Context: an optimization exercise on an open-source flow, tuned for small area and a short achievable clock period. The choices shown serve that exercise and are no tape-out recipe.
The RTL was checked by simulation tests, not by an equivalence proof against the original design.

File: flow/constraint.sdc
create_clock -name core_clock -period 13.0 [get_ports {clk}]
set_input_delay 2.6000 -clock core_clock [delete_from_list [all_inputs] [get_ports {clk}]]
set_output_delay 2.6000 -clock core_clock [all_outputs]
set_load 0.01 [all_outputs]
File: flow/standard.sh
#!/bin/bash
# synth_recipe.tcl (not shown) runs the flow's synth.tcl, then flattens the netlist and writes it again
# the make line also repeats each setting of config.mk as NAME=value (left out here)
make -C /OpenROAD-flow-scripts/flow DESIGN_CONFIG=/design/flow/config.mk WORK_HOME=/design/flow/orfs CLKGATE_MAP_FILE= SYNTH_SCRIPT=/design/flow/synth_recipe.tcl "${@:-finish}"
File: flow/flow/run.sh
#!/bin/bash
set -euo pipefail
bash standard.sh "BUFFER_PORTS_ARGS=-buffer_cell sky130_fd_sc_hd__buf_1" finish > make_finish.log 2>&1
File: flow/design.v
`timescale 1ns / 1ps
module fa (input wire a, b, c, output wire s, co);
    assign s = a ^ b ^ c;
    assign co = (a & b) | (a & c) | (b & c);
endmodule
module ha (input wire a, b, output wire s, co);
    assign s = a ^ b;
    assign co = a & b;
endmodule
module mj (input wire a, b, c, output wire y);
    assign y = (a & b) | (a & c) | (b & c);
endmodule
module bsel (input wire one, two, neg, a, b, output wire y);
    assign y = ((one & a) | (two & b)) ^ neg;
endmodule
module c8net (
    input wire [7:0] g,
    input wire [7:0] p,
    output wire [7:0] c
);
    wire g_1 = g[1] | (p[1] & g[0]);
    wire p_1 = p[1] & p[0];
    wire g_2 = g[3] | (p[3] & g[2]);
    wire p_2 = p[3] & p[2];
    wire g_3 = g[5] | (p[5] & g[4]);
    wire p_3 = p[5] & p[4];
    wire g_4 = g[7] | (p[7] & g[6]);
    wire p_4 = p[7] & p[6];
    wire g_5 = g_2 | (p_2 & g_1);
    wire p_5 = p_2 & p_1;
    wire g_6 = g_4 | (p_4 & g_3);
    wire p_6 = p_4 & p_3;
    wire g_7 = g_6 | (p_6 & g_5);
    wire p_7 = p_6 & p_5;
    wire g_8 = g_3 | (p_3 & g_5);
    wire p_8 = p_3 & p_5;
    wire g_9 = g[2] | (p[2] & g_1);
    wire p_9 = p[2] & p_1;
    wire g_10 = g[4] | (p[4] & g_5);
    wire p_10 = p[4] & p_5;
    wire g_11 = g[6] | (p[6] & g_8);
    wire p_11 = p[6] & p_8;
    assign c = {g_7, g_11, g_8, g_10, g_5, g_9, g_1, g[0]};
endmodule
module add_s_c (
    input wire [15:0] g,
    input wire [15:0] p,
    output wire [15:0] c
);
    wire g_1 = g[1] | (p[1] & g[0]);
    wire p_1 = p[1] & p[0];
    wire g_2 = g[3] | (p[3] & g[2]);
    wire p_2 = p[3] & p[2];
    wire g_3 = g[5] | (p[5] & g[4]);
    wire p_3 = p[5] & p[4];
    wire g_4 = g[7] | (p[7] & g[6]);
    wire p_4 = p[7] & p[6];
    wire g_5 = g[9] | (p[9] & g[8]);
    wire p_5 = p[9] & p[8];
    wire g_6 = g[11] | (p[11] & g[10]);
    wire p_6 = p[11] & p[10];
    wire g_7 = g[13] | (p[13] & g[12]);
    wire p_7 = p[13] & p[12];
    wire g_8 = g[15] | (p[15] & g[14]);
    wire p_8 = p[15] & p[14];
    wire g_9 = g[2] | (p[2] & g_1);
    wire p_9 = p[2] & p_1;
    wire g_10 = g_2 | (p_2 & g_1);
    wire p_10 = p_2 & p_1;
    wire g_11 = g[6] | (p[6] & g_3);
    wire p_11 = p[6] & p_3;
    wire g_12 = g_4 | (p_4 & g_3);
    wire p_12 = p_4 & p_3;
    wire g_13 = g[10] | (p[10] & g_5);
    wire p_13 = p[10] & p_5;
    wire g_14 = g_6 | (p_6 & g_5);
    wire p_14 = p_6 & p_5;
    wire g_15 = g[14] | (p[14] & g_7);
    wire p_15 = p[14] & p_7;
    wire g_16 = g_8 | (p_8 & g_7);
    wire p_16 = p_8 & p_7;
    wire g_17 = g[4] | (p[4] & g_10);
    wire p_17 = p[4] & p_10;
    wire g_18 = g_3 | (p_3 & g_10);
    wire p_18 = p_3 & p_10;
    wire g_19 = g_11 | (p_11 & g_10);
    wire p_19 = p_11 & p_10;
    wire g_20 = g_12 | (p_12 & g_10);
    wire p_20 = p_12 & p_10;
    wire g_21 = g[12] | (p[12] & g_14);
    wire p_21 = p[12] & p_14;
    wire g_22 = g_7 | (p_7 & g_14);
    wire p_22 = p_7 & p_14;
    wire g_23 = g_15 | (p_15 & g_14);
    wire p_23 = p_15 & p_14;
    wire g_24 = g_16 | (p_16 & g_14);
    wire p_24 = p_16 & p_14;
    wire g_25 = g[8] | (p[8] & g_20);
    wire p_25 = p[8] & p_20;
    wire g_26 = g_5 | (p_5 & g_20);
    wire p_26 = p_5 & p_20;
    wire g_27 = g_13 | (p_13 & g_20);
    wire p_27 = p_13 & p_20;
    wire g_28 = g_14 | (p_14 & g_20);
    wire p_28 = p_14 & p_20;
    wire g_29 = g_21 | (p_21 & g_20);
    wire p_29 = p_21 & p_20;
    wire g_30 = g_22 | (p_22 & g_20);
    wire p_30 = p_22 & p_20;
    wire g_31 = g_23 | (p_23 & g_20);
    wire p_31 = p_23 & p_20;
    wire g_32 = g_24 | (p_24 & g_20);
    wire p_32 = p_24 & p_20;
    assign c = {g_32, g_31, g_30, g_29, g_28, g_27, g_26, g_25, g_20, g_19, g_18, g_17, g_10, g_9, g_1, g[0]};
endmodule
module add_s (
    input wire [15:0] a,
    input wire [15:0] b,
    output wire [15:0] s
);
    wire [15:0] p0 = a ^ b;
    wire [15:0] g0 = a & b;
    wire [15:0] cc;
    add_s_c cn (.g(g0), .p(p0), .c(cc));
    assign s = p0 ^ {cc[14:0], 1'b0};
endmodule
module add_p_c (
    input wire [7:0] g,
    input wire [7:0] p,
    output wire [7:0] c
);
    wire g_1 = g[1] | (p[1] & g[0]);
    wire p_1 = p[1] & p[0];
    wire g_2 = g[3] | (p[3] & g[2]);
    wire p_2 = p[3] & p[2];
    wire g_3 = g[5] | (p[5] & g[4]);
    wire p_3 = p[5] & p[4];
    wire g_4 = g[7] | (p[7] & g[6]);
    wire p_4 = p[7] & p[6];
    wire g_5 = g_2 | (p_2 & g_1);
    wire p_5 = p_2 & p_1;
    wire g_6 = g_4 | (p_4 & g_3);
    wire p_6 = p_4 & p_3;
    wire g_7 = g_6 | (p_6 & g_5);
    wire p_7 = p_6 & p_5;
    wire g_8 = g_3 | (p_3 & g_5);
    wire p_8 = p_3 & p_5;
    wire g_9 = g[2] | (p[2] & g_1);
    wire p_9 = p[2] & p_1;
    wire g_10 = g[4] | (p[4] & g_5);
    wire p_10 = p[4] & p_5;
    wire g_11 = g[6] | (p[6] & g_8);
    wire p_11 = p[6] & p_8;
    assign c = {g_7, g_11, g_8, g_10, g_5, g_9, g_1, g[0]};
endmodule
module add_p (
    input wire [7:0] a,
    input wire [7:0] b,
    output wire [7:0] s
);
    wire [7:0] p0 = a ^ b;
    wire [7:0] g0 = a & b;
    wire [7:0] cc;
    add_p_c cn (.g(g0), .p(p0), .c(cc));
    assign s = p0 ^ {cc[6:0], 1'b0};
endmodule
module add_u_c (
    input wire [15:0] g,
    input wire [15:0] p,
    output wire [15:0] c
);
    wire g_1 = g[1] | (p[1] & g[0]);
    wire p_1 = p[1] & p[0];
    wire g_2 = g[3] | (p[3] & g[2]);
    wire p_2 = p[3] & p[2];
    wire g_3 = g[5] | (p[5] & g[4]);
    wire p_3 = p[5] & p[4];
    wire g_4 = g[7] | (p[7] & g[6]);
    wire p_4 = p[7] & p[6];
    wire g_5 = g[9] | (p[9] & g[8]);
    wire p_5 = p[9] & p[8];
    wire g_6 = g[11] | (p[11] & g[10]);
    wire p_6 = p[11] & p[10];
    wire g_7 = g[13] | (p[13] & g[12]);
    wire p_7 = p[13] & p[12];
    wire g_8 = g[15] | (p[15] & g[14]);
    wire p_8 = p[15] & p[14];
    wire g_9 = g_2 | (p_2 & g_1);
    wire p_9 = p_2 & p_1;
    wire g_10 = g_4 | (p_4 & g_3);
    wire p_10 = p_4 & p_3;
    wire g_11 = g_6 | (p_6 & g_5);
    wire p_11 = p_6 & p_5;
    wire g_12 = g_8 | (p_8 & g_7);
    wire p_12 = p_8 & p_7;
    wire g_13 = g_10 | (p_10 & g_9);
    wire p_13 = p_10 & p_9;
    wire g_14 = g_12 | (p_12 & g_11);
    wire p_14 = p_12 & p_11;
    wire g_15 = g_14 | (p_14 & g_13);
    wire p_15 = p_14 & p_13;
    wire g_16 = g_11 | (p_11 & g_13);
    wire p_16 = p_11 & p_13;
    wire g_17 = g_3 | (p_3 & g_9);
    wire p_17 = p_3 & p_9;
    wire g_18 = g_5 | (p_5 & g_13);
    wire p_18 = p_5 & p_13;
    wire g_19 = g_7 | (p_7 & g_16);
    wire p_19 = p_7 & p_16;
    wire g_20 = g[2] | (p[2] & g_1);
    wire p_20 = p[2] & p_1;
    wire g_21 = g[4] | (p[4] & g_9);
    wire p_21 = p[4] & p_9;
    wire g_22 = g[6] | (p[6] & g_17);
    wire p_22 = p[6] & p_17;
    wire g_23 = g[8] | (p[8] & g_13);
    wire p_23 = p[8] & p_13;
    wire g_24 = g[10] | (p[10] & g_18);
    wire p_24 = p[10] & p_18;
    wire g_25 = g[12] | (p[12] & g_16);
    wire p_25 = p[12] & p_16;
    wire g_26 = g[14] | (p[14] & g_19);
    wire p_26 = p[14] & p_19;
    assign c = {g_15, g_26, g_19, g_25, g_16, g_24, g_18, g_23, g_13, g_22, g_17, g_21, g_9, g_20, g_1, g[0]};
endmodule
module add_u (
    input wire [15:0] a,
    input wire [15:0] b,
    output wire [15:0] s
);
    wire [15:0] p0 = a ^ b;
    wire [15:0] g0 = a & b;
    wire [15:0] cc;
    add_u_c cn (.g(g0), .p(p0), .c(cc));
    assign s = p0 ^ {cc[14:0], 1'b0};
endmodule
`timescale 1ns / 1ps
module lt16 (input wire [15:0] a, input wire [15:0] b, output wire y);
    wire [15:0] ua = {~a[15], a[14:0]}, ub = {~b[15], b[14:0]};
    wire [15:0] l [0:4];
    wire [15:0] e [0:4];
    assign l[0] = ~ua & ub;
    assign e[0] = ~(ua ^ ub);
    genvar k, i;
    generate for (k = 0; k < 4; k = k + 1) begin : lv
        for (i = 0; i < 16; i = i + 1) begin : bt
            if (i >= (1 << k)) begin : m
                assign l[k+1][i] = l[k][i] | (e[k][i] & l[k][i-(1<<k)]);
                assign e[k+1][i] = e[k][i] & e[k][i-(1<<k)];
            end else begin : p
                assign l[k+1][i] = l[k][i];
                assign e[k+1][i] = e[k][i];
            end
        end
    end endgenerate
    assign y = l[4][15];
endmodule
module lif_neuron_q8_8 (
    input  wire [15:0] a, b, c,
    input  wire ca, cb, cc,
    output wire [15:0] m
);
    wire [15:0] ra = ca ? 16'h0000 : a;
    wire [15:0] rb = cb ? 16'h0000 : b;
    wire [15:0] rc = cc ? 16'h0000 : c;
    wire uab, ubc, uac;
    lt16 c0 (.a(a), .b(b), .y(uab));
    lt16 c1 (.a(b), .b(c), .y(ubc));
    lt16 c2 (.a(a), .b(c), .y(uac));
    wire pa = ~a[15] & (|a), pb = ~b[15] & (|b), pc = ~c[15] & (|c);
    wire ab = (ca & cb) ? 1'b0 : ca ? pb : cb ? a[15] : uab;
    wire bc = (cb & cc) ? 1'b0 : cb ? pc : cc ? b[15] : ubc;
    wire ac = (ca & cc) ? 1'b0 : ca ? pc : cc ? a[15] : uac;
    wire sa = ab ^ ac;
    wire sb = ~sa & ~(ab ^ bc);
    wire sc = ~sa & (ab ^ bc);
    assign m = ({16{sa}} & ra) | ({16{sb}} & rb) | ({16{sc}} & rc);
endmodule
`timescale 1ns / 1ps
module fixed_point_q8_8 (
    input wire [15:0] V_in,
    input wire [15:0] I_in,
    input wire [7:0] one,
    input wire [7:0] two,
    input wire [7:0] neg,
    output wire [7:0] X
);
    wire [15:0] s;
    add_s as (.a(I_in), .b(V_in), .s(s));
    wire pp1 = (one[0] & s[0]) ^ neg[0];
    wire pp2 = ((one[0] & s[1]) | (two[0] & s[0])) ^ neg[0];
    wire pp3 = ((one[0] & s[2]) | (two[0] & s[1])) ^ neg[0];
    wire pp4 = ((one[0] & s[3]) | (two[0] & s[2])) ^ neg[0];
    wire pp5 = ((one[0] & s[4]) | (two[0] & s[3])) ^ neg[0];
    wire pp6 = ((one[0] & s[5]) | (two[0] & s[4])) ^ neg[0];
    wire pp7 = ((one[0] & s[6]) | (two[0] & s[5])) ^ neg[0];
    wire pp8 = ((one[0] & s[7]) | (two[0] & s[6])) ^ neg[0];
    wire pp9 = ((one[0] & s[8]) | (two[0] & s[7])) ^ neg[0];
    wire pp10 = ((one[0] & s[9]) | (two[0] & s[8])) ^ neg[0];
    wire pp11 = ((one[0] & s[10]) | (two[0] & s[9])) ^ neg[0];
    wire pp12 = ((one[0] & s[11]) | (two[0] & s[10])) ^ neg[0];
    wire pp13 = ((one[0] & s[12]) | (two[0] & s[11])) ^ neg[0];
    wire pp14 = ((one[0] & s[13]) | (two[0] & s[12])) ^ neg[0];
    wire pp15 = ((one[0] & s[14]) | (two[0] & s[13])) ^ neg[0];
    wire pp16 = ((one[0] & s[15]) | (two[0] & s[14])) ^ neg[0];
    wire pp17 = (one[1] & s[0]) ^ neg[1];
    wire pp18 = ((one[1] & s[1]) | (two[1] & s[0])) ^ neg[1];
    wire pp19 = ((one[1] & s[2]) | (two[1] & s[1])) ^ neg[1];
    wire pp20 = ((one[1] & s[3]) | (two[1] & s[2])) ^ neg[1];
    wire pp21 = ((one[1] & s[4]) | (two[1] & s[3])) ^ neg[1];
    wire pp22 = ((one[1] & s[5]) | (two[1] & s[4])) ^ neg[1];
    wire pp23 = ((one[1] & s[6]) | (two[1] & s[5])) ^ neg[1];
    wire pp24 = ((one[1] & s[7]) | (two[1] & s[6])) ^ neg[1];
    wire pp25 = ((one[1] & s[8]) | (two[1] & s[7])) ^ neg[1];
    wire pp26 = ((one[1] & s[9]) | (two[1] & s[8])) ^ neg[1];
    wire pp27 = ((one[1] & s[10]) | (two[1] & s[9])) ^ neg[1];
    wire pp28 = ((one[1] & s[11]) | (two[1] & s[10])) ^ neg[1];
    wire pp29 = ((one[1] & s[12]) | (two[1] & s[11])) ^ neg[1];
    wire pp30 = ((one[1] & s[13]) | (two[1] & s[12])) ^ neg[1];
    wire pp31 = (one[2] & s[0]) ^ neg[2];
    wire pp32 = ((one[2] & s[1]) | (two[2] & s[0])) ^ neg[2];
    wire pp33 = ((one[2] & s[2]) | (two[2] & s[1])) ^ neg[2];
    wire pp34 = ((one[2] & s[3]) | (two[2] & s[2])) ^ neg[2];
    wire pp35 = ((one[2] & s[4]) | (two[2] & s[3])) ^ neg[2];
    wire pp36 = ((one[2] & s[5]) | (two[2] & s[4])) ^ neg[2];
    wire pp37 = ((one[2] & s[6]) | (two[2] & s[5])) ^ neg[2];
    wire pp38 = ((one[2] & s[7]) | (two[2] & s[6])) ^ neg[2];
    wire pp39 = ((one[2] & s[8]) | (two[2] & s[7])) ^ neg[2];
    wire pp40 = ((one[2] & s[9]) | (two[2] & s[8])) ^ neg[2];
    wire pp41 = ((one[2] & s[10]) | (two[2] & s[9])) ^ neg[2];
    wire pp42 = ((one[2] & s[11]) | (two[2] & s[10])) ^ neg[2];
    wire pp43 = (one[3] & s[0]) ^ neg[3];
    wire pp44 = ((one[3] & s[1]) | (two[3] & s[0])) ^ neg[3];
    wire pp45 = ((one[3] & s[2]) | (two[3] & s[1])) ^ neg[3];
    wire pp46 = ((one[3] & s[3]) | (two[3] & s[2])) ^ neg[3];
    wire pp47 = ((one[3] & s[4]) | (two[3] & s[3])) ^ neg[3];
    wire pp48 = ((one[3] & s[5]) | (two[3] & s[4])) ^ neg[3];
    wire pp49 = ((one[3] & s[6]) | (two[3] & s[5])) ^ neg[3];
    wire pp50 = ((one[3] & s[7]) | (two[3] & s[6])) ^ neg[3];
    wire pp51 = ((one[3] & s[8]) | (two[3] & s[7])) ^ neg[3];
    wire pp52 = ((one[3] & s[9]) | (two[3] & s[8])) ^ neg[3];
    wire pp53 = (one[4] & s[0]) ^ neg[4];
    wire pp54 = ((one[4] & s[1]) | (two[4] & s[0])) ^ neg[4];
    wire pp55 = ((one[4] & s[2]) | (two[4] & s[1])) ^ neg[4];
    wire pp56 = ((one[4] & s[3]) | (two[4] & s[2])) ^ neg[4];
    wire pp57 = ((one[4] & s[4]) | (two[4] & s[3])) ^ neg[4];
    wire pp58 = ((one[4] & s[5]) | (two[4] & s[4])) ^ neg[4];
    wire pp59 = ((one[4] & s[6]) | (two[4] & s[5])) ^ neg[4];
    wire pp60 = ((one[4] & s[7]) | (two[4] & s[6])) ^ neg[4];
    wire pp61 = (one[5] & s[0]) ^ neg[5];
    wire pp62 = ((one[5] & s[1]) | (two[5] & s[0])) ^ neg[5];
    wire pp63 = ((one[5] & s[2]) | (two[5] & s[1])) ^ neg[5];
    wire pp64 = ((one[5] & s[3]) | (two[5] & s[2])) ^ neg[5];
    wire pp65 = ((one[5] & s[4]) | (two[5] & s[3])) ^ neg[5];
    wire pp66 = ((one[5] & s[5]) | (two[5] & s[4])) ^ neg[5];
    wire pp67 = (one[6] & s[0]) ^ neg[6];
    wire pp68 = ((one[6] & s[1]) | (two[6] & s[0])) ^ neg[6];
    wire pp69 = ((one[6] & s[2]) | (two[6] & s[1])) ^ neg[6];
    wire pp70 = ((one[6] & s[3]) | (two[6] & s[2])) ^ neg[6];
    wire pp71 = (one[7] & s[0]) ^ neg[7];
    wire pp72 = ((one[7] & s[1]) | (two[7] & s[0])) ^ neg[7];
    wire [7:0] la = {hc90, fs87, hc80, fs77, hc74, pp3, pp2, neg[0]};
    wire [7:0] lb = {hs95, hs89, hs83, hs79, hs75, hs73, 1'b0, pp1};
    wire [7:0] lc;
    wire c8 = lc[7];
    c8net cn8 (.g(la & lb), .p(la ^ lb), .c(lc));
    wire hs73, hc74;
    ha uhs73 (.a(neg[1]), .b(pp17), .s(hs73), .co(hc74));
    wire hs75, hc76;
    ha uhs75 (.a(pp18), .b(pp4), .s(hs75), .co(hc76));
    wire fs77, fc78;
    fa ufs77 (.a(neg[2]), .b(pp19), .c(pp31), .s(fs77), .co(fc78));
    wire hs79, hc80;
    ha uhs79 (.a(pp5), .b(hc76), .s(hs79), .co(hc80));
    wire fs81, fc82;
    fa ufs81 (.a(pp20), .b(pp32), .c(pp6), .s(fs81), .co(fc82));
    wire hs83, hc84;
    ha uhs83 (.a(fc78), .b(fs81), .s(hs83), .co(hc84));
    wire fs85, fc86;
    fa ufs85 (.a(neg[3]), .b(pp21), .c(pp33), .s(fs85), .co(fc86));
    wire fs87, fc88;
    fa ufs87 (.a(pp43), .b(pp7), .c(fc82), .s(fs87), .co(fc88));
    wire hs89, hc90;
    ha uhs89 (.a(fs85), .b(hc84), .s(hs89), .co(hc90));
    wire fs91, fc92;
    fa ufs91 (.a(pp22), .b(pp34), .c(pp44), .s(fs91), .co(fc92));
    wire fs93, fc94;
    fa ufs93 (.a(pp8), .b(fc86), .c(fs91), .s(fs93), .co(fc94));
    wire hs95, hc96;
    ha uhs95 (.a(fc88), .b(fs93), .s(hs95), .co(hc96));
    wire fs97, fc98;
    fa ufs97 (.a(neg[4]), .b(pp23), .c(pp35), .s(fs97), .co(fc98));
    wire fs99, fc100;
    fa ufs99 (.a(pp45), .b(pp53), .c(pp9), .s(fs99), .co(fc100));
    wire fs101, fc102;
    fa ufs101 (.a(fc92), .b(fs97), .c(fs99), .s(fs101), .co(fc102));
    wire fs103, fc104;
    fa ufs103 (.a(fc94), .b(fs101), .c(hc96), .s(fs103), .co(fc104));
    wire fs105, fc106;
    fa ufs105 (.a(pp10), .b(pp24), .c(pp36), .s(fs105), .co(fc106));
    wire fs107, fc108;
    fa ufs107 (.a(pp46), .b(pp54), .c(fc100), .s(fs107), .co(fc108));
    wire fs109, fc110;
    fa ufs109 (.a(fc98), .b(fs105), .c(fc102), .s(fs109), .co(fc110));
    wire hs111, hc112;
    ha uhs111 (.a(fs107), .b(fs109), .s(hs111), .co(hc112));
    wire fs113, fc114;
    fa ufs113 (.a(neg[5]), .b(pp11), .c(pp25), .s(fs113), .co(fc114));
    wire fs115, fc116;
    fa ufs115 (.a(pp37), .b(pp47), .c(pp55), .s(fs115), .co(fc116));
    wire fs117, fc118;
    fa ufs117 (.a(pp61), .b(fc106), .c(fs113), .s(fs117), .co(fc118));
    wire fs119, fc120;
    fa ufs119 (.a(fs115), .b(fc108), .c(fs117), .s(fs119), .co(fc120));
    wire hs121, hc122;
    ha uhs121 (.a(fc110), .b(fs119), .s(hs121), .co(hc122));
    wire fs123, fc124;
    fa ufs123 (.a(pp12), .b(pp26), .c(pp38), .s(fs123), .co(fc124));
    wire fs125, fc126;
    fa ufs125 (.a(pp48), .b(pp56), .c(pp62), .s(fs125), .co(fc126));
    wire fs127, fc128;
    fa ufs127 (.a(fc114), .b(fc116), .c(fs123), .s(fs127), .co(fc128));
    wire fs129, fc130;
    fa ufs129 (.a(fs125), .b(fc118), .c(fs127), .s(fs129), .co(fc130));
    wire hs131, hc132;
    ha uhs131 (.a(fc120), .b(fs129), .s(hs131), .co(hc132));
    wire fs133, fc134;
    fa ufs133 (.a(neg[6]), .b(pp13), .c(pp27), .s(fs133), .co(fc134));
    wire fs135, fc136;
    fa ufs135 (.a(pp39), .b(pp49), .c(pp57), .s(fs135), .co(fc136));
    wire fs137, fc138;
    fa ufs137 (.a(pp63), .b(pp67), .c(fc124), .s(fs137), .co(fc138));
    wire fs139, fc140;
    fa ufs139 (.a(fc126), .b(fs133), .c(fs135), .s(fs139), .co(fc140));
    wire fs141, fc142;
    fa ufs141 (.a(fc128), .b(fs137), .c(fs139), .s(fs141), .co(fc142));
    wire hs143, hc144;
    ha uhs143 (.a(fc130), .b(fs141), .s(hs143), .co(hc144));
    wire fs145, fc146;
    fa ufs145 (.a(pp14), .b(pp28), .c(pp40), .s(fs145), .co(fc146));
    wire fs147, fc148;
    fa ufs147 (.a(pp50), .b(pp58), .c(pp64), .s(fs147), .co(fc148));
    wire fs149, fc150;
    fa ufs149 (.a(pp68), .b(fc134), .c(fc136), .s(fs149), .co(fc150));
    wire fs151, fc152;
    fa ufs151 (.a(fs145), .b(fs147), .c(fc138), .s(fs151), .co(fc152));
    wire fs153, fc154;
    fa ufs153 (.a(fc140), .b(fs149), .c(fs151), .s(fs153), .co(fc154));
    wire hs155, hc156;
    ha uhs155 (.a(fc142), .b(hc144), .s(hs155), .co(hc156));
    wire fs157, fc158;
    fa ufs157 (.a(neg[7]), .b(pp15), .c(pp29), .s(fs157), .co(fc158));
    wire fs159, fc160;
    fa ufs159 (.a(pp41), .b(pp51), .c(pp59), .s(fs159), .co(fc160));
    wire fs161, fc162;
    fa ufs161 (.a(pp65), .b(pp69), .c(pp71), .s(fs161), .co(fc162));
    wire fs163, fc164;
    fa ufs163 (.a(fc146), .b(fc148), .c(fs157), .s(fs163), .co(fc164));
    wire fs165, fc166;
    fa ufs165 (.a(fs159), .b(fs161), .c(fc150), .s(fs165), .co(fc166));
    wire fs167, fc168;
    fa ufs167 (.a(fs163), .b(fc152), .c(fs165), .s(fs167), .co(fc168));
    wire hs169, hc170;
    ha uhs169 (.a(fc154), .b(fs167), .s(hs169), .co(hc170));
    wire fs171;
    fa ufs171 (.a(pp16), .b(pp30), .c(pp42), .s(fs171), .co());
    wire fs173;
    fa ufs173 (.a(pp52), .b(pp60), .c(pp66), .s(fs173), .co());
    wire fs175;
    fa ufs175 (.a(pp70), .b(pp72), .c(fc158), .s(fs175), .co());
    wire fs177;
    fa ufs177 (.a(fc160), .b(fc162), .c(fs171), .s(fs177), .co());
    wire fs179;
    fa ufs179 (.a(fs173), .b(fc164), .c(fs175), .s(fs179), .co());
    wire fs181;
    fa ufs181 (.a(fs177), .b(fc166), .c(fs179), .s(fs181), .co());
    wire hs183 = fc168 ^ fs181;
    wire [7:0] ra = {hc170, hc156, fs153, hc132, hc122, hc112, fc104, fs103};
    wire [7:0] rb = {hs183, hs169, hs155, hs143, hs131, hs121, hs111, c8};
    wire [7:0] x;
    add_p ap (.a(ra), .b(rb), .s(x));
    assign X = x;
endmodule
module tmr_lif_neuron (
    input signed [15:0] V_in1, V_in2, V_in3,
    input signed [15:0] I_in1, I_in2, I_in3,
    input signed [15:0] dt_tau,
    input wire clk, rst,
    output wire signed [15:0] V_out,
    output wire spike
);
    wire [16:0] dx = {dt_tau, 1'b0};
    wire [7:0] one, two, neg;
    genvar g;
    generate for (g = 0; g < 8; g = g + 1) begin : enc
        assign one[g] = dx[2*g+1] ^ dx[2*g];
        assign two[g] = (dx[2*g+2] & ~dx[2*g+1] & ~dx[2*g]) | (~dx[2*g+2] & dx[2*g+1] & dx[2*g]);
        assign neg[g] = dx[2*g+2];
    end endgenerate
    reg [2:0] c;
    reg [7:0] x1;
    wire [7:0] x1_d;
    reg [15:0] v1;
    fixed_point_q8_8 l1 (.V_in(V_in1), .I_in(I_in1), .one(one), .two(two), .neg(neg), .X(x1_d));
    wire [15:0] u1;
    add_u au1 (.a(v1), .b({{8{x1[7]}}, x1}), .s(u1));
    wire signed [15:0] r1 = c[0] ? 16'h0000 : u1;
    reg [7:0] x2;
    wire [7:0] x2_d;
    reg [15:0] v2;
    fixed_point_q8_8 l2 (.V_in(V_in2), .I_in(I_in2), .one(one), .two(two), .neg(neg), .X(x2_d));
    wire [15:0] u2;
    add_u au2 (.a(v2), .b({{8{x2[7]}}, x2}), .s(u2));
    wire signed [15:0] r2 = c[1] ? 16'h0000 : u2;
    reg [7:0] x3;
    wire [7:0] x3_d;
    reg [15:0] v3;
    fixed_point_q8_8 l3 (.V_in(V_in3), .I_in(I_in3), .one(one), .two(two), .neg(neg), .X(x3_d));
    wire [15:0] u3;
    add_u au3 (.a(v3), .b({{8{x3[7]}}, x3}), .s(u3));
    wire signed [15:0] r3 = c[2] ? 16'h0000 : u3;
    lif_neuron_q8_8 vote (.a(u1), .b(u2), .c(u3), .ca(c[0]), .cb(c[1]), .cc(c[2]), .m(V_out));
    reg rs;
    assign spike = ~rs & ((c[0] & c[1]) | (c[1] & c[2]) | (c[0] & c[2]));
    always @(posedge clk or posedge rst) begin
        if (rst) begin
            c <= 3'b111;
            rs <= 1'b1;
        end else begin
            c <= {r3 >= 16'sh3200, r2 >= 16'sh3200, r1 >= 16'sh3200};
            rs <= 1'b0;
        end
    end
    always @(posedge clk) begin
        x1 <= x1_d;
        v1 <= V_in1;
        x2 <= x2_d;
        v2 <= V_in2;
        x3 <= x3_d;
        v3 <= V_in3;
    end
endmodule
File: flow/config.mk
export PLATFORM = sky130hd
export DESIGN_NAME = tmr_lif_neuron
export DESIGN_NICKNAME = tmr_lif_neuron
export VERILOG_FILES = /design/flow/design.v
export SDC_FILE = /design/flow/constraint.sdc
export NUM_CORES = 4
export LEC_CHECK = 0
export ABC_AREA = 0
export CAP_MARGIN = 20
export CORE_MARGIN = 2
export CORE_UTILIZATION = 40
export PLACE_DENSITY = 0.8
export SETUP_SLACK_MARGIN = 5.0
export SLEW_MARGIN = 20
export SYNTH_HIERARCHICAL = 1
==> summary.md, run 1 <==
| Metric | Value |
|---|---|
| Status | timing/DRC/antenna clean |
| Syn avg cell area | 9.58 sq um |
| GRT Util Overall | 0.207 |
| Net count of the mapped netlist | 2166 |
| DRT Pass-1 Iters | 6 |
| Total gr overflow | 0 |
| Commonest non-fill, non-tap cell in the layout | ha_1 |
| Post-Route WL | 43800 um |
| I/O Pins | 131 |
| Fin cells | 2191 |
| Share of layout cells above drive strength 1 | 0.0960 |
| CTS tree | built |
| # Max-Cap Violations | 0 |
| Post-route minimum period | 7790 ps |
| Final core utilization | 0.417 |
| WHS | 727 ps |
| Final Max Slew Viols | 0 |
| Post-route setup TNS | 0 ps |
| DIE WIDTH | 206 um |
| Worst slack, placed | 4790 ps |
| Fin worst setup slack | 5210 ps |
| Final worst path period share | 0.599 |
| Die span in y | 206 um |
| Routed vias/inst | 5.82 |
| Cells after synthesis | 1701 |
| Vias in the first global route | 13000 |
| Synthesis-to-finish area growth | 2.37% |
| Worst-path clk slew | 70 ps |
| Die area | 0.0424 sq mm |
| Slew at the pin with the worst max-slew slack | 1190 ps |
| ANT nets after route | 0 |
| Worst setup EP type | output port |
| Row cnt | 73 |
| DRC | 0 |
| FILL cells | 3780 |
| Placed insts | 2169 |
| Startpoint types | flop |
| Synth Warn # | 8 |
| Hpwl dp | 33600 um |
| RePlAce Congestion | 0.912 |
| Worst hold path class | reg2reg |
| CTS H-tree lvls | 3 |
| First-pass GRT wire length | 68700 um |
| Final setup viols | 0 |
| Clock latency (worst-skew pair) | 360 ps |
| Clock Path Buffers | 2 |
| Crit Path Class | reg2out |
| Iter 0 DRT Violations | 1005 |
| Port-buffer cells | 130 |
| Crit path max fanout | 16 |
| Clock Sinks | 76 |
| Total CTS buffers | 9 |
| Largest net degree at the start of global routing | 51 |
| Worst endpoint required time | 10400 ps |
| Max Freq | 0.128 GHz |
| Drt wl/cell | 20.0 um |
| Initial antenna violation count | 0 |
| Clock Tree Root | clkbuf_16 |
| Slew headroom | 0.204 |
| Mapped Area | 0.0163 sq mm |
| Core box area | 0.0400 sq mm |
| Reg2reg setup slack | 10050 ps |
| Commonest non-fill, non-tap cells in the layout | ha_1, xnor2_1, a22oi_1, fa_1, buf_1 |
| Via Count | 12700 |
| RSZ-0062 raised after global routing | true |
| Initial Util | 0.407 |
| Clk_skew | 7.72 ps |
| Layout Nets | 2126 |
| Critical Path AT | 5190 ps |
| ANT cells | 0 |
| Final hold violations | 0 |
[flip-flops by register name, summed over array words and instances (netlist names)]
signal  flops
c           3
rs          1
v1         16
v2         16
v3         16
x1          8
x2          8
x3          8
[path summary, 6_finish.rpt]
path / start / endpoint / cells past startpoint
max: v3[3] / V_out[2] / 21
min reg2reg: c[0] / c[0] / 1
min in group asynchronous: rst / c[2] / 2
min: c[0] / c[0] / 1
max in group asynchronous: rst / c[0] / 2
max reg2reg: v3[3] / c[2] / 9
[through the flow]
stage	cell area, sq um
5_1_grt	16700
6_report	16700
3_5_place_dp	16100
2_1_floorplan	16300
3_3_place_gp	16100
4_1_cts	16500
[per-layer routing]
metal  vias up  wire length [um]  track usage
li1       5778                 -            -
met1      6240             16700        0.241
met2       603             21400        0.358
met3       127              3440       0.0371
met4         0              2300        0.116
met5         -                 0            0
[critical path, cell delays in order, from the launching register on]
cell and delay, ps:
dfxtp_1 350, ha_1 360, a21o_1 190, a22o_1 230, a41o_1 300, a21o_1 230, a221o_1 360, xor2_2 320
ha_1 330, nand2_1 80, nor2_1 40, a211oi_1 300, o211ai_1 250, buf_4 210, nor3_1 160, nor3_1 70
a21oi_1 140, a211oi_1 70, buf_4 200, and2_1 160, a221o_2 340, buf_1 140
[area by class of cell]
type / count / area (sq um) / share of cell area
well taps: 525 / 657 / 0.0394
repair buffers: 165 / 787 / 0.0472
inverters: 63 / 236 / 0.0142
multi-input cells: 1346 / 13100 / 0.787
clock buffers: 9 / 225 / 0.0135
clock inverters: 7 / 98.8 / 0.00593
flip-flops and latches: 76 / 1550 / 0.0927
[repair_timing]
item | 4_1_cts | 5_1_grt
setup buffers | 1 | 4
endpoints found under the setup margin | 16 | 22
pin swaps | 1 | 3
gates resized for setup | 5 | 13
hold buffers | 0 | 0
==> run 2, diff against run 1 <==
--- a/flow/config.mk
+++ b/flow/config.mk
@@ -11,3 +11,2 @@
 export CORE_UTILIZATION = 40
-export PLACE_DENSITY = 0.8
 export SETUP_SLACK_MARGIN = 5.0
==> run 2 against run 1 <==
Still clean. Via count fell by 2.3%. Setup slack got worse by 65 ps. Critical path depth fell by 1. Sequential share of layout area barely moved. Register-to-register slack improved by 80 ps. Die area did not move. Clock skew fell by 0.78 ps. Utilization rose by 0.25 points. Highest routed layer unchanged.
==> summary.md, run 2 <==
| Metric | Value |
|---|---|
| Worst hold path class | reg2reg |
| Largest regs | v1: 16 flops, v2: 16 flops, v3: 16 flops |
| Share of layout cells above drive strength 1 | 0.106 (+0.00954) |
| I/O Pins | 131 (unchanged) |
| Commonest non-fill, non-tap cells in the layout | ha_1, xnor2_1, a22oi_1, fa_1, buf_1 |
| Critical Path AT | 5250 ps (+60 ps) |
| Core box area | 0.0400 sq mm (unchanged) |
| Final hold violations | 0 (unchanged) |
| DRC | 0 (unchanged) |
| Slew at the pin with the worst max-slew slack | 1190 ps (-1.53 ps) |
| Via Count | 12500 (-2.3%) |
| Placed inst area | 0.0161 sq mm (about the same) |
| Worst slack, placed | 4780 ps (-8.11 ps) |
| Iter 0 DRT Violations | 955 (-5.0%) |
| Final worst path period share | 0.604 (+0.00499) |
| Port-buffer cells | 130 (unchanged) |
| Post-route minimum period | 7850 ps (+64.9 ps) |
| Routed vias/inst | 5.68 (-2.4%) |
| Total gr overflow | 0 (unchanged) |
| RePlAce Congestion | 0.876 (-4.0%) |
| # Max-Cap Violations | 0 (unchanged) |
| Final setup viols | 0 (unchanged) |
| Clock Tree Root | clkbuf_16 |
| Final Max Slew Viols | 0 (unchanged) |
| Clk_skew | 6.95 ps (-0.776 ps) |
| DRT Pass-1 Iters | 6 (unchanged) |
| Row cnt | 73 (unchanged) |
| Layout Nets | 2127 (+0.047%) |
| Post-route setup TNS | 0 ps (unchanged) |
| Clock Path Buffers | 2 (unchanged) |
| Final core utilization | 0.419 (+0.00250) |
| Top delay family on crit path | compound AO/OA/AOI/OAI gates |
| Fin worst setup slack | 5150 ps (-64.9 ps) |
| Crit path max fanout | 16 (unchanged) |
| Vias in the first global route | 12500 (-3.8%) |
| First-pass GRT wire length | 70000 um (+1.8%) |
| Worst endpoint required time | 10400 ps (about the same) |
| Drt wl/cell | 20.6 um (+2.9%) |
| Startpoint types | flop |
| Die area | 0.0424 sq mm (unchanged) |
| Bufs and invs on worst path | 2 (-1) |
| Cells after synthesis | 1701 (unchanged) |
| RSZ-0062 raised after global routing | false |
| Synth Warn # | 8 (unchanged) |
| CTS H-tree lvls | 3 (unchanged) |
| ANT cells | 0 (unchanged) |
| Crit path cell chain | ha_1 -> a21o_1 -> a22o_1 -> a41o_1 -> a21o_1 -> a221o_1 -> xor2_4 -> ha_1 -> nand4_1 -> nor4_2 -> a31oi_1 -> o211ai_1 -> mux2i_1 -> nor2_1 -> a31oi_1 -> or3_4 -> a21oi_4 -> buf_12 -> a221o_2 -> buf_1 |
| Syn avg cell area | 9.58 sq um (unchanged) |
| Hpwl dp | 33900 um (+0.80%) |
| Crit Path Class | reg2out |
| Fin cells | 2192 (+0.046%) |
| Status | timing/DRC/antenna clean |
| CP peak stage delay | 420 ps (+60 ps) |
| Design Area, Final | 0.0168 sq mm (+0.60%) |
| Commonest non-fill, non-tap cell in the layout | ha_1 |
| Post-Route WL | 45100 um (+3.0%) |
| Net count of the mapped netlist | 2166 (unchanged) |
| Largest net degree at the start of global routing | 51 (unchanged) |
| Total CTS buffers | 9 (unchanged) |
| Synthesis-to-finish area growth | 2.99% |
| GRT Util Overall | 0.214 (+0.00730) |
| Worst-path clk slew | 70 ps (about the same) |
| Clock latency (worst-skew pair) | 390 ps (+30 ps) |
| Initial Util | 0.407 (unchanged) |
| Die span in y | 206 um (unchanged) |
| Initial antenna violation count | 0 (unchanged) |
| Mapped Area | 0.0163 sq mm (unchanged) |
| Worst setup EP type | output port |
| ANT nets after route | 0 (unchanged) |
| Slowest CP cell | a221o_2 |
| DIE WIDTH | 206 um (unchanged) |
| Clock Sinks | 76 (unchanged) |
| Placed insts | 2169 (unchanged) |
| CTS tree | built |
| Max Freq | 0.127 GHz (-0.83%) |
| Slew headroom | 0.205 (+0.00134) |
[run 2: worst register-to-register path: cells and delay by family (launching register included)]
kind	cells	cell delay [ps]
AO/OA/AOI/OAI	5	1400
adder cells (fa/ha/maj)	1	350
XOR/XNOR	1	280
AND/OR/NAND/NOR	2	390
flip-flops	1	350
[run 2: area by class of cell]
cell class,count,area [sq um]
Inverter,63,236
Multi-Input combinational cell,1346,13200
Timing Repair Buffer,166,796
Sequential cell,76,1550
Tap cell,525,657
Fill cell,3917,23200
Clock buffer,9,225
Clock inverter,7,90.1
[run 2: path summary, 6_finish.rpt]
check	slack [ps]	endpoint	depth (start not counted)	startpoint
max	5150	V_out[0]	20	v2[3]
min reg2reg	740	c[0]	1	c[0]
min	740	c[0]	1	c[0]
max in group asynchronous	10720	c[0]	2	rst
min in group asynchronous	2260	c[2]	2	rst
max reg2reg	10130	c[1]	9	v2[3]
[run 2: routing by layer]
metal | part of all wire | track usage
met1 | 0.44 | 0.283
met2 | 0.48 | 0.356
met3 | 0.055 | 0.0304
met4 | 0.025 | 0.0773
met5 | 0 | 0
[run 2: per-stage QoR]
stage | hold slack (ps)
2_1_floorplan | 566
3_3_place_gp | 727
3_5_place_dp | 725
4_1_cts | 733
5_1_grt | 780
6_report | 744
[run 2: timing repair]
item	4_1_cts	5_1_grt
pin swaps	2	6
resized for setup	5	28
hold buffers	0	0
endpoints found under the setup margin	16	22
endpoints found under the hold margin	0	0
setup buffers	2	5
gates cloned	0	0
==> run 3, diff against run 2 <==
--- a/flow/config.mk
+++ b/flow/config.mk
@@ -10,3 +10,3 @@
 export CORE_MARGIN = 2
-export CORE_UTILIZATION = 40
+export CORE_UTILIZATION = 50
 export SETUP_SLACK_MARGIN = 5.0
==> run 3 against run 2 <==
Fmax increased by 0.39%. Sequential cell count unchanged. Hold slack got worse by 14 ps. Sequential share of layout area increased by 0.093 points. Critical path type is now in2reg.
==> summary.md, run 3 <==
| Metric | Value |
|---|---|
| RSZ-0062 raised after global routing | false |
| Crit path cell chain | buf_1 -> ha_1 -> and3_1 -> a22o_1 -> a41o_4 -> nand2_1 -> nand2b_1 -> xor2_1 -> a22oi_1 -> xnor2_1 -> fa_1 -> fa_1 -> fa_1 -> ha_1 -> ha_1 -> ha_1 -> a21o_1 -> a21oi_1 -> o21ai_1 -> xor2_1 |
| Post-Route WL | 43000 um (-4.6%) |
| Final Max Slew Viols | 0 (unchanged) |
| Syn avg cell area | 9.58 sq um (unchanged) |
| DRT Pass-1 Iters | 6 (unchanged) |
| Worst setup EP type | flop |
| Initial Util | 0.505 (+0.0973) |
| Status | timing/DRC/antenna clean |
| Final worst path period share | 0.602 (-0.00234) |
| Slowest CP cell | xor2_1 |
| DIE WIDTH | 185 um (-10%) |
| Layout Nets | 2127 (unchanged) |
| Max Freq | 0.128 GHz (+0.39%) |
| Clock Sinks | 76 (unchanged) |
| Hpwl dp | 32200 um (-4.9%) |
| Core box area | 0.0323 sq mm (-19%) |
| Worst endpoint required time | 13230 ps (+2830 ps) |
| Vias in the first global route | 12200 (-2.3%) |
| Worst hold path class | reg2reg |
| Largest regs | v1: 16 flops, v2: 16 flops, v3: 16 flops |
| Die span in y | 185 um (-10%) |
| Worst-path clk slew | 50 ps (-20 ps) |
| Critical Path AT | 8050 ps (+2800 ps) |
| Placed inst area | 0.0161 sq mm (-0.46%) |
| Reg2reg setup slack | 10100 ps (-30 ps) |
| Initial antenna violation count | 0 (unchanged) |
| Cell mode on critical path | ha_1 |
| CTS H-tree lvls | 3 (unchanged) |
| Hold-fix buffers, CTS | 0 (unchanged) |
| Crit Path Class | in2reg |
| Commonest non-fill, non-tap cell in the layout | ha_1 |
| Synth Warn # | 8 (unchanged) |
| RePlAce Congestion | 0.922 (+5.3%) |
| Via Count | 12300 (-1.0%) |
| Total CTS buffers | 9 (unchanged) |
| Synthesis-to-finish area growth | 1.88% |
| CTS tree | built |
| Design Area, Final | 0.0166 sq mm (-1.1%) |
| Clk_skew | 5.82 ps (-1.13 ps) |
| First-pass GRT wire length | 67500 um (-3.5%) |
| Cells after synthesis | 1701 (unchanged) |
| Commonest non-fill, non-tap cells in the layout | ha_1, xnor2_1, a22oi_1, fa_1, buf_1 |
| ANT cells | 0 (unchanged) |
| Clock latency (worst-skew pair) | 350 ps (-40 ps) |
| DRC | 0 (unchanged) |
| Port-buffer cells | 130 (unchanged) |
| Total gr overflow | 0 (unchanged) |
| Clock Path Buffers | 2 (unchanged) |
| # Max-Cap Violations | 0 (unchanged) |
| Startpoint types | primary input |
| Mapped Area | 0.0163 sq mm (unchanged) |
| Crit path max fanout | 7 (-9) |
| Largest net degree at the start of global routing | 53 (+3.9%) |
| Final hold violations | 0 (unchanged) |
| ANT nets after route | 0 (unchanged) |
| CP peak stage delay | 800 ps (+380 ps) |
| Final setup viols | 0 (unchanged) |
| Drt wl/cell | 20.4 um (-0.84%) |
| Clock Tree Root | clkbuf_16 |
| Bufs and invs on worst path | 1 (-1) |
| I/O Pins | 131 (unchanged) |
| Post-route minimum period | 7820 ps (-30.4 ps) |
| Die area | 0.0340 sq mm (-20%) |
| Slew at the pin with the worst max-slew slack | 1150 ps (-38.3 ps) |
| Row cnt | 66 (-9.6%) |
| Slew headroom | 0.231 (+0.0256) |
| Iter 0 DRT Violations | 847 (-11%) |
| Routed vias/inst | 5.84 (+2.9%) |
| Net count of the mapped netlist | 2166 (unchanged) |
| Top delay family on crit path | adder cells |
| Post-route setup TNS | 0 ps (unchanged) |
| GRT Util Overall | 0.256 (+0.0419) |
| Share of layout cells above drive strength 1 | 0.0966 (-0.00900) |
-- run 3: worst paths after layout --
path | cells after the start | from | to
setup / recovery | 20 | I_in3[3] | x3[7]
hold / removal | 1 | c[0] | c[0]
setup reg to reg | 9 | v3[3] | c[2]
hold reg to reg | 1 | c[0] | c[0]
max in group asynchronous | 2 | rst | rs
min in group asynchronous | 2 | rst | c[1]
-- run 3: metal layers --
layer / up-vias / share of wire / global-route usage
li1: 5791 / - / -
met1: 6075 / 0.45 / 0.347
met2: 401 / 0.47 / 0.425
met3: 57 / 0.056 / 0.0243
met4: 0 / 0.027 / 0.0906
met5: - / 0 / 0
-- run 3: per-stage QoR --
step | worst slack [ps] | utilization | hold slack (ps) | instances
floorplan | 5500 | - | 566 | 1701
global placement | 4780 | 0.497 | 722 | 2090
detailed placement | 4740 | 0.497 | 719 | 2090
CTS | 5030 | 0.508 | 727 | 2106
global route | 4990 | 0.514 | 763 | 2109
finish | 5180 | 0.514 | 731 | 2109
-- run 3: final cells by class --
cell class	instances	area, sq um
multi-input cells	1346	13200
fillers	2970	15700
clock inverters	4	73.8
repair buffers	166	792
inverters	63	236
flip-flops and latches	76	1550
clock buffers	12	236
well taps	442	553
-- run 3: repair_timing --
item / CTS / global route
setup buffers: 0 / 3
setup endpoints to repair: 16 / 24
hold endpoints to repair: 0 / 0
resized for setup: 3 / 19
pin swaps: 0 / 3
==> run 4, diff against run 3 <==
--- a/flow/config.mk
+++ b/flow/config.mk
@@ -10,3 +10,4 @@
 export CORE_MARGIN = 2
-export CORE_UTILIZATION = 50
+export CORE_UTILIZATION = 40
+export GPL_TIMING_DRIVEN = 1
 export SETUP_SLACK_MARGIN = 5.0
==> run 4 against run 3 <==
Still clean on timing, DRC and antenna. Wire length increased by 4.8%. Sequential cell count unchanged. Setup slack got worse by 30 ps. Register-to-register slack improved by 30 ps. Global-route usage decreased by 4.2 points. First-iteration DRC count increased by 13%. Hold slack improved by 14 ps. Via count increased by 1.1%. Die area increased by 24%. Critical path depth unchanged. Critical endpoint is now V_out[0]. Largest cell class unchanged.
==> summary.md, run 4 <==
| Metric | Value |
|---|---|
| Post-route minimum period | 7850 ps (+30.4 ps) |
| FILL cells | 3917 (+32%) |
| RePlAce Congestion | 0.876 (-5.0%) |
| Critical Path AT | 5250 ps (-2800 ps) |
| Final hold violations | 0 (unchanged) |
| Drt wl/cell | 20.6 um (+0.85%) |
| Commonest non-fill, non-tap cells in the layout | ha_1, xnor2_1, a22oi_1, fa_1, buf_1 |
| Largest net degree at the start of global routing | 51 (-3.8%) |
| Worst hold path depth | 1 (unchanged) |
| Gr busiest metal | met2 |
| Critical Path Stages | 20 (unchanged) |
| CTS H-tree lvls | 3 (unchanged) |
| DRT Pass-1 Iters | 6 (unchanged) |
| Met3 Use GR | 0.0304 (+0.00611) |
| Critical R2R Launch | v2[3] |
| Crit Path Class | reg2out |
| Worst endpoint required time | 10400 ps (-2830 ps) |
| ANT nets after route | 0 (unchanged) |
| CP peak stage delay | 420 ps (-380 ps) |
| CTS tree | built |
| CP endpoint | V_out[0] |
| Iter 0 DRT Violations | 955 (+13%) |
| First-pass GRT wire length | 70000 um (+3.6%) |
| Net count of the mapped netlist | 2166 (unchanged) |
| Core box area | 0.0400 sq mm (+24%) |
| Hpwl dp | 33900 um (+5.1%) |
| Post-route setup TNS | 0 ps (unchanged) |
| Port-buffer cells | 130 (unchanged) |
| Initial antenna violation count | 0 (unchanged) |
| Syn avg cell area | 9.58 sq um (unchanged) |
| Final Max Slew Viols | 0 (unchanged) |
| Largest regs | v1: 16 flops, v2: 16 flops, v3: 16 flops |
| Reg2Reg Depth | 9 (unchanged) |
| Bufs and invs on worst path | 2 (+1) |
| Worst setup EP type | output port |
| Clock latency (worst-skew pair) | 390 ps (+40 ps) |
| Die span in y | 206 um (+12%) |
| Routed vias/inst | 5.68 (-2.8%) |
| Initial Util | 0.407 (-0.0973) |
| Synthesis-to-finish area growth | 2.99% |
| ANT cells | 0 (unchanged) |
| I/O Pins | 131 (unchanged) |
| Post-Route WL | 45100 um (+4.8%) |
| Final setup viols | 0 (unchanged) |
| Clock Tree Root | clkbuf_16 |
| Met1 Usage GRT | 0.283 (-0.0642) |
| M2 GR Usage | 0.356 (-0.0696) |
| Crit. Startpoint | v2[3] |
| Total CTS buffers | 9 (unchanged) |
| DIE WIDTH | 206 um (+12%) |
| Clock Sinks | 76 (unchanged) |
| Slew headroom | 0.205 (-0.0256) |
| Clk_skew | 6.95 ps (+1.13 ps) |
| Status | timing/DRC/antenna clean |
| Cells after synthesis | 1701 (unchanged) |
| DRC | 0 (unchanged) |
| Commonest non-fill, non-tap cell in the layout | ha_1 |
| Via Count | 12500 (+1.1%) |
| Die area | 0.0424 sq mm (+24%) |
| Worst-path clk slew | 70 ps (+20 ps) |
| Crit path cell chain | ha_1 -> a21o_1 -> a22o_1 -> a41o_1 -> a21o_1 -> a221o_1 -> xor2_4 -> ha_1 -> nand4_1 -> nor4_2 -> a31oi_1 -> o211ai_1 -> mux2i_1 -> nor2_1 -> a31oi_1 -> or3_4 -> a21oi_4 -> buf_12 -> a221o_2 -> buf_1 |
| Mapped Area | 0.0163 sq mm (unchanged) |
| GRT Util Overall | 0.214 (-0.0419) |
| Clock Path Buffers | 2 (unchanged) |
| # Max-Cap Violations | 0 (unchanged) |
| Final worst path period share | 0.604 (+0.00234) |
| Synth Warn # | 8 (unchanged) |
| Startpoint types | flop |
| Top delay family on crit path | compound AO/OA/AOI/OAI gates |
| Vias in the first global route | 12500 (+2.4%) |
| Worst R2R End | c[1] |
| Slowest CP cell | a221o_2 |
| Hold-fix buffers, CTS | 0 (unchanged) |
| Slew at the pin with the worst max-slew slack | 1190 ps (+38.3 ps) |
| Row cnt | 73 (+11%) |
| Max Freq | 0.127 GHz (-0.39%) |
| RSZ-0062 raised after global routing | false |
| Share of layout cells above drive strength 1 | 0.106 (+0.00900) |
| Crit path max fanout | 16 (+9) |
| Reg2reg setup slack | 10130 ps (+30 ps) |
| Worst hold path class | reg2reg |
| Layout Nets | 2127 (unchanged) |
| Total gr overflow | 0 (unchanged) |
[run 4: worst min path at each step]
stage,start,end
2_1_floorplan,c[0],c[0]
3_3_place_gp,c[0],c[0]
3_5_place_dp,c[0],c[0]
4_1_cts,c[0],c[0]
5_1_grt,c[0],c[0]
6_report,c[0],c[0]
[run 4: worst reg2reg max path, stage by stage, from the launching register on]
cell and delay (ps):
dfxtp_1 350, ha_1 350, a21o_1 190, a22o_1 230, a41o_1 330, a21o_1 250
a221o_1 400, xor2_4 280, nor4_1 100, nor4_1 290
[run 4: final cells by class]
| class | instances | area (sq um) | share of cell area |
|---|---|---|---|
| repair buffers | 166 | 796 | 0.0474 |
| flip-flops and latches | 76 | 1550 | 0.0922 |
| well taps | 525 | 657 | 0.0391 |
| inverters | 63 | 236 | 0.0141 |
| multi-input cells | 1346 | 13200 | 0.788 |
| clock inverters | 7 | 90.1 | 0.00537 |
| clock buffers | 9 | 225 | 0.0134 |
[run 4: per-stage QoR]
step                 util  setup slack (ps)  instance area (sq um)  std cells  hold slack, ps
floorplan               -              5500                  16300       1701             566
global placement    0.403              4870                  16100       2169             727
detailed placement  0.403              4780                  16100       2169             725
CTS                 0.413              5080                  16500       2187             733
global route        0.419              4990                  16800       2192             780
finish              0.419              5150                  16800       2192             744
[run 4: repair_timing]
| action | 4_1_cts | 5_1_grt |
|---|---|---|
| gates cloned | 0 | 0 |
| gates resized for setup | 5 | 28 |
| pin swaps | 2 | 6 |
| endpoints found under the setup margin | 16 | 22 |
| buffers inserted | 2 | 5 |
[run 4: per-layer routing]
metal	wire, um	vias to the layer above
li1	-	5798
met1	20000	6202
met2	21500	388
met3	2470	66
met4	1130	0
met5	0	-

## static timing again, ports no longer ideal
In the flow no input, the clock included, has a driving cell. The finished layouts below were timed again as built, in two steps.
Step 1, drivers: a clkbuf_16 drives clk and a buf_2 each remaining input, both assumed.
Step 2 adds t to the input delays and takes it off the output delays; t is the mean of the earliest and latest rising clock arrival at the registers after step 1. Input paths then give back, and output paths get back, about the clock's delay inside the block.
Three values: ideal ports, drivers, drivers and shift; two values: the first two.
| run | t (ns) | setup slack, ns | worst setup path at the end | slew at the worst register clock pin (ns) |
|---|---|---|---|---|
| run 1 | 0.404 | 5.212 / 5.168 / 4.852 | input to register | 0.07 / 0.07 |
| run 2 | 0.424 | 5.147 / 5.102 / 4.884 | input to register | 0.08 / 0.08 |
| run 3 | 0.390 | 5.177 / 5.199 / 4.814 | input to register | 0.06 / 0.06 |
| run 4 | 0.424 | 5.147 / 5.102 / 4.884 | input to register | 0.08 / 0.08 |
After both steps setup and hold are still met in every run listed. For run 3, which loses most, drivers alone change the setup slack by +0.022 ns; drivers and shift together by -0.363 ns.
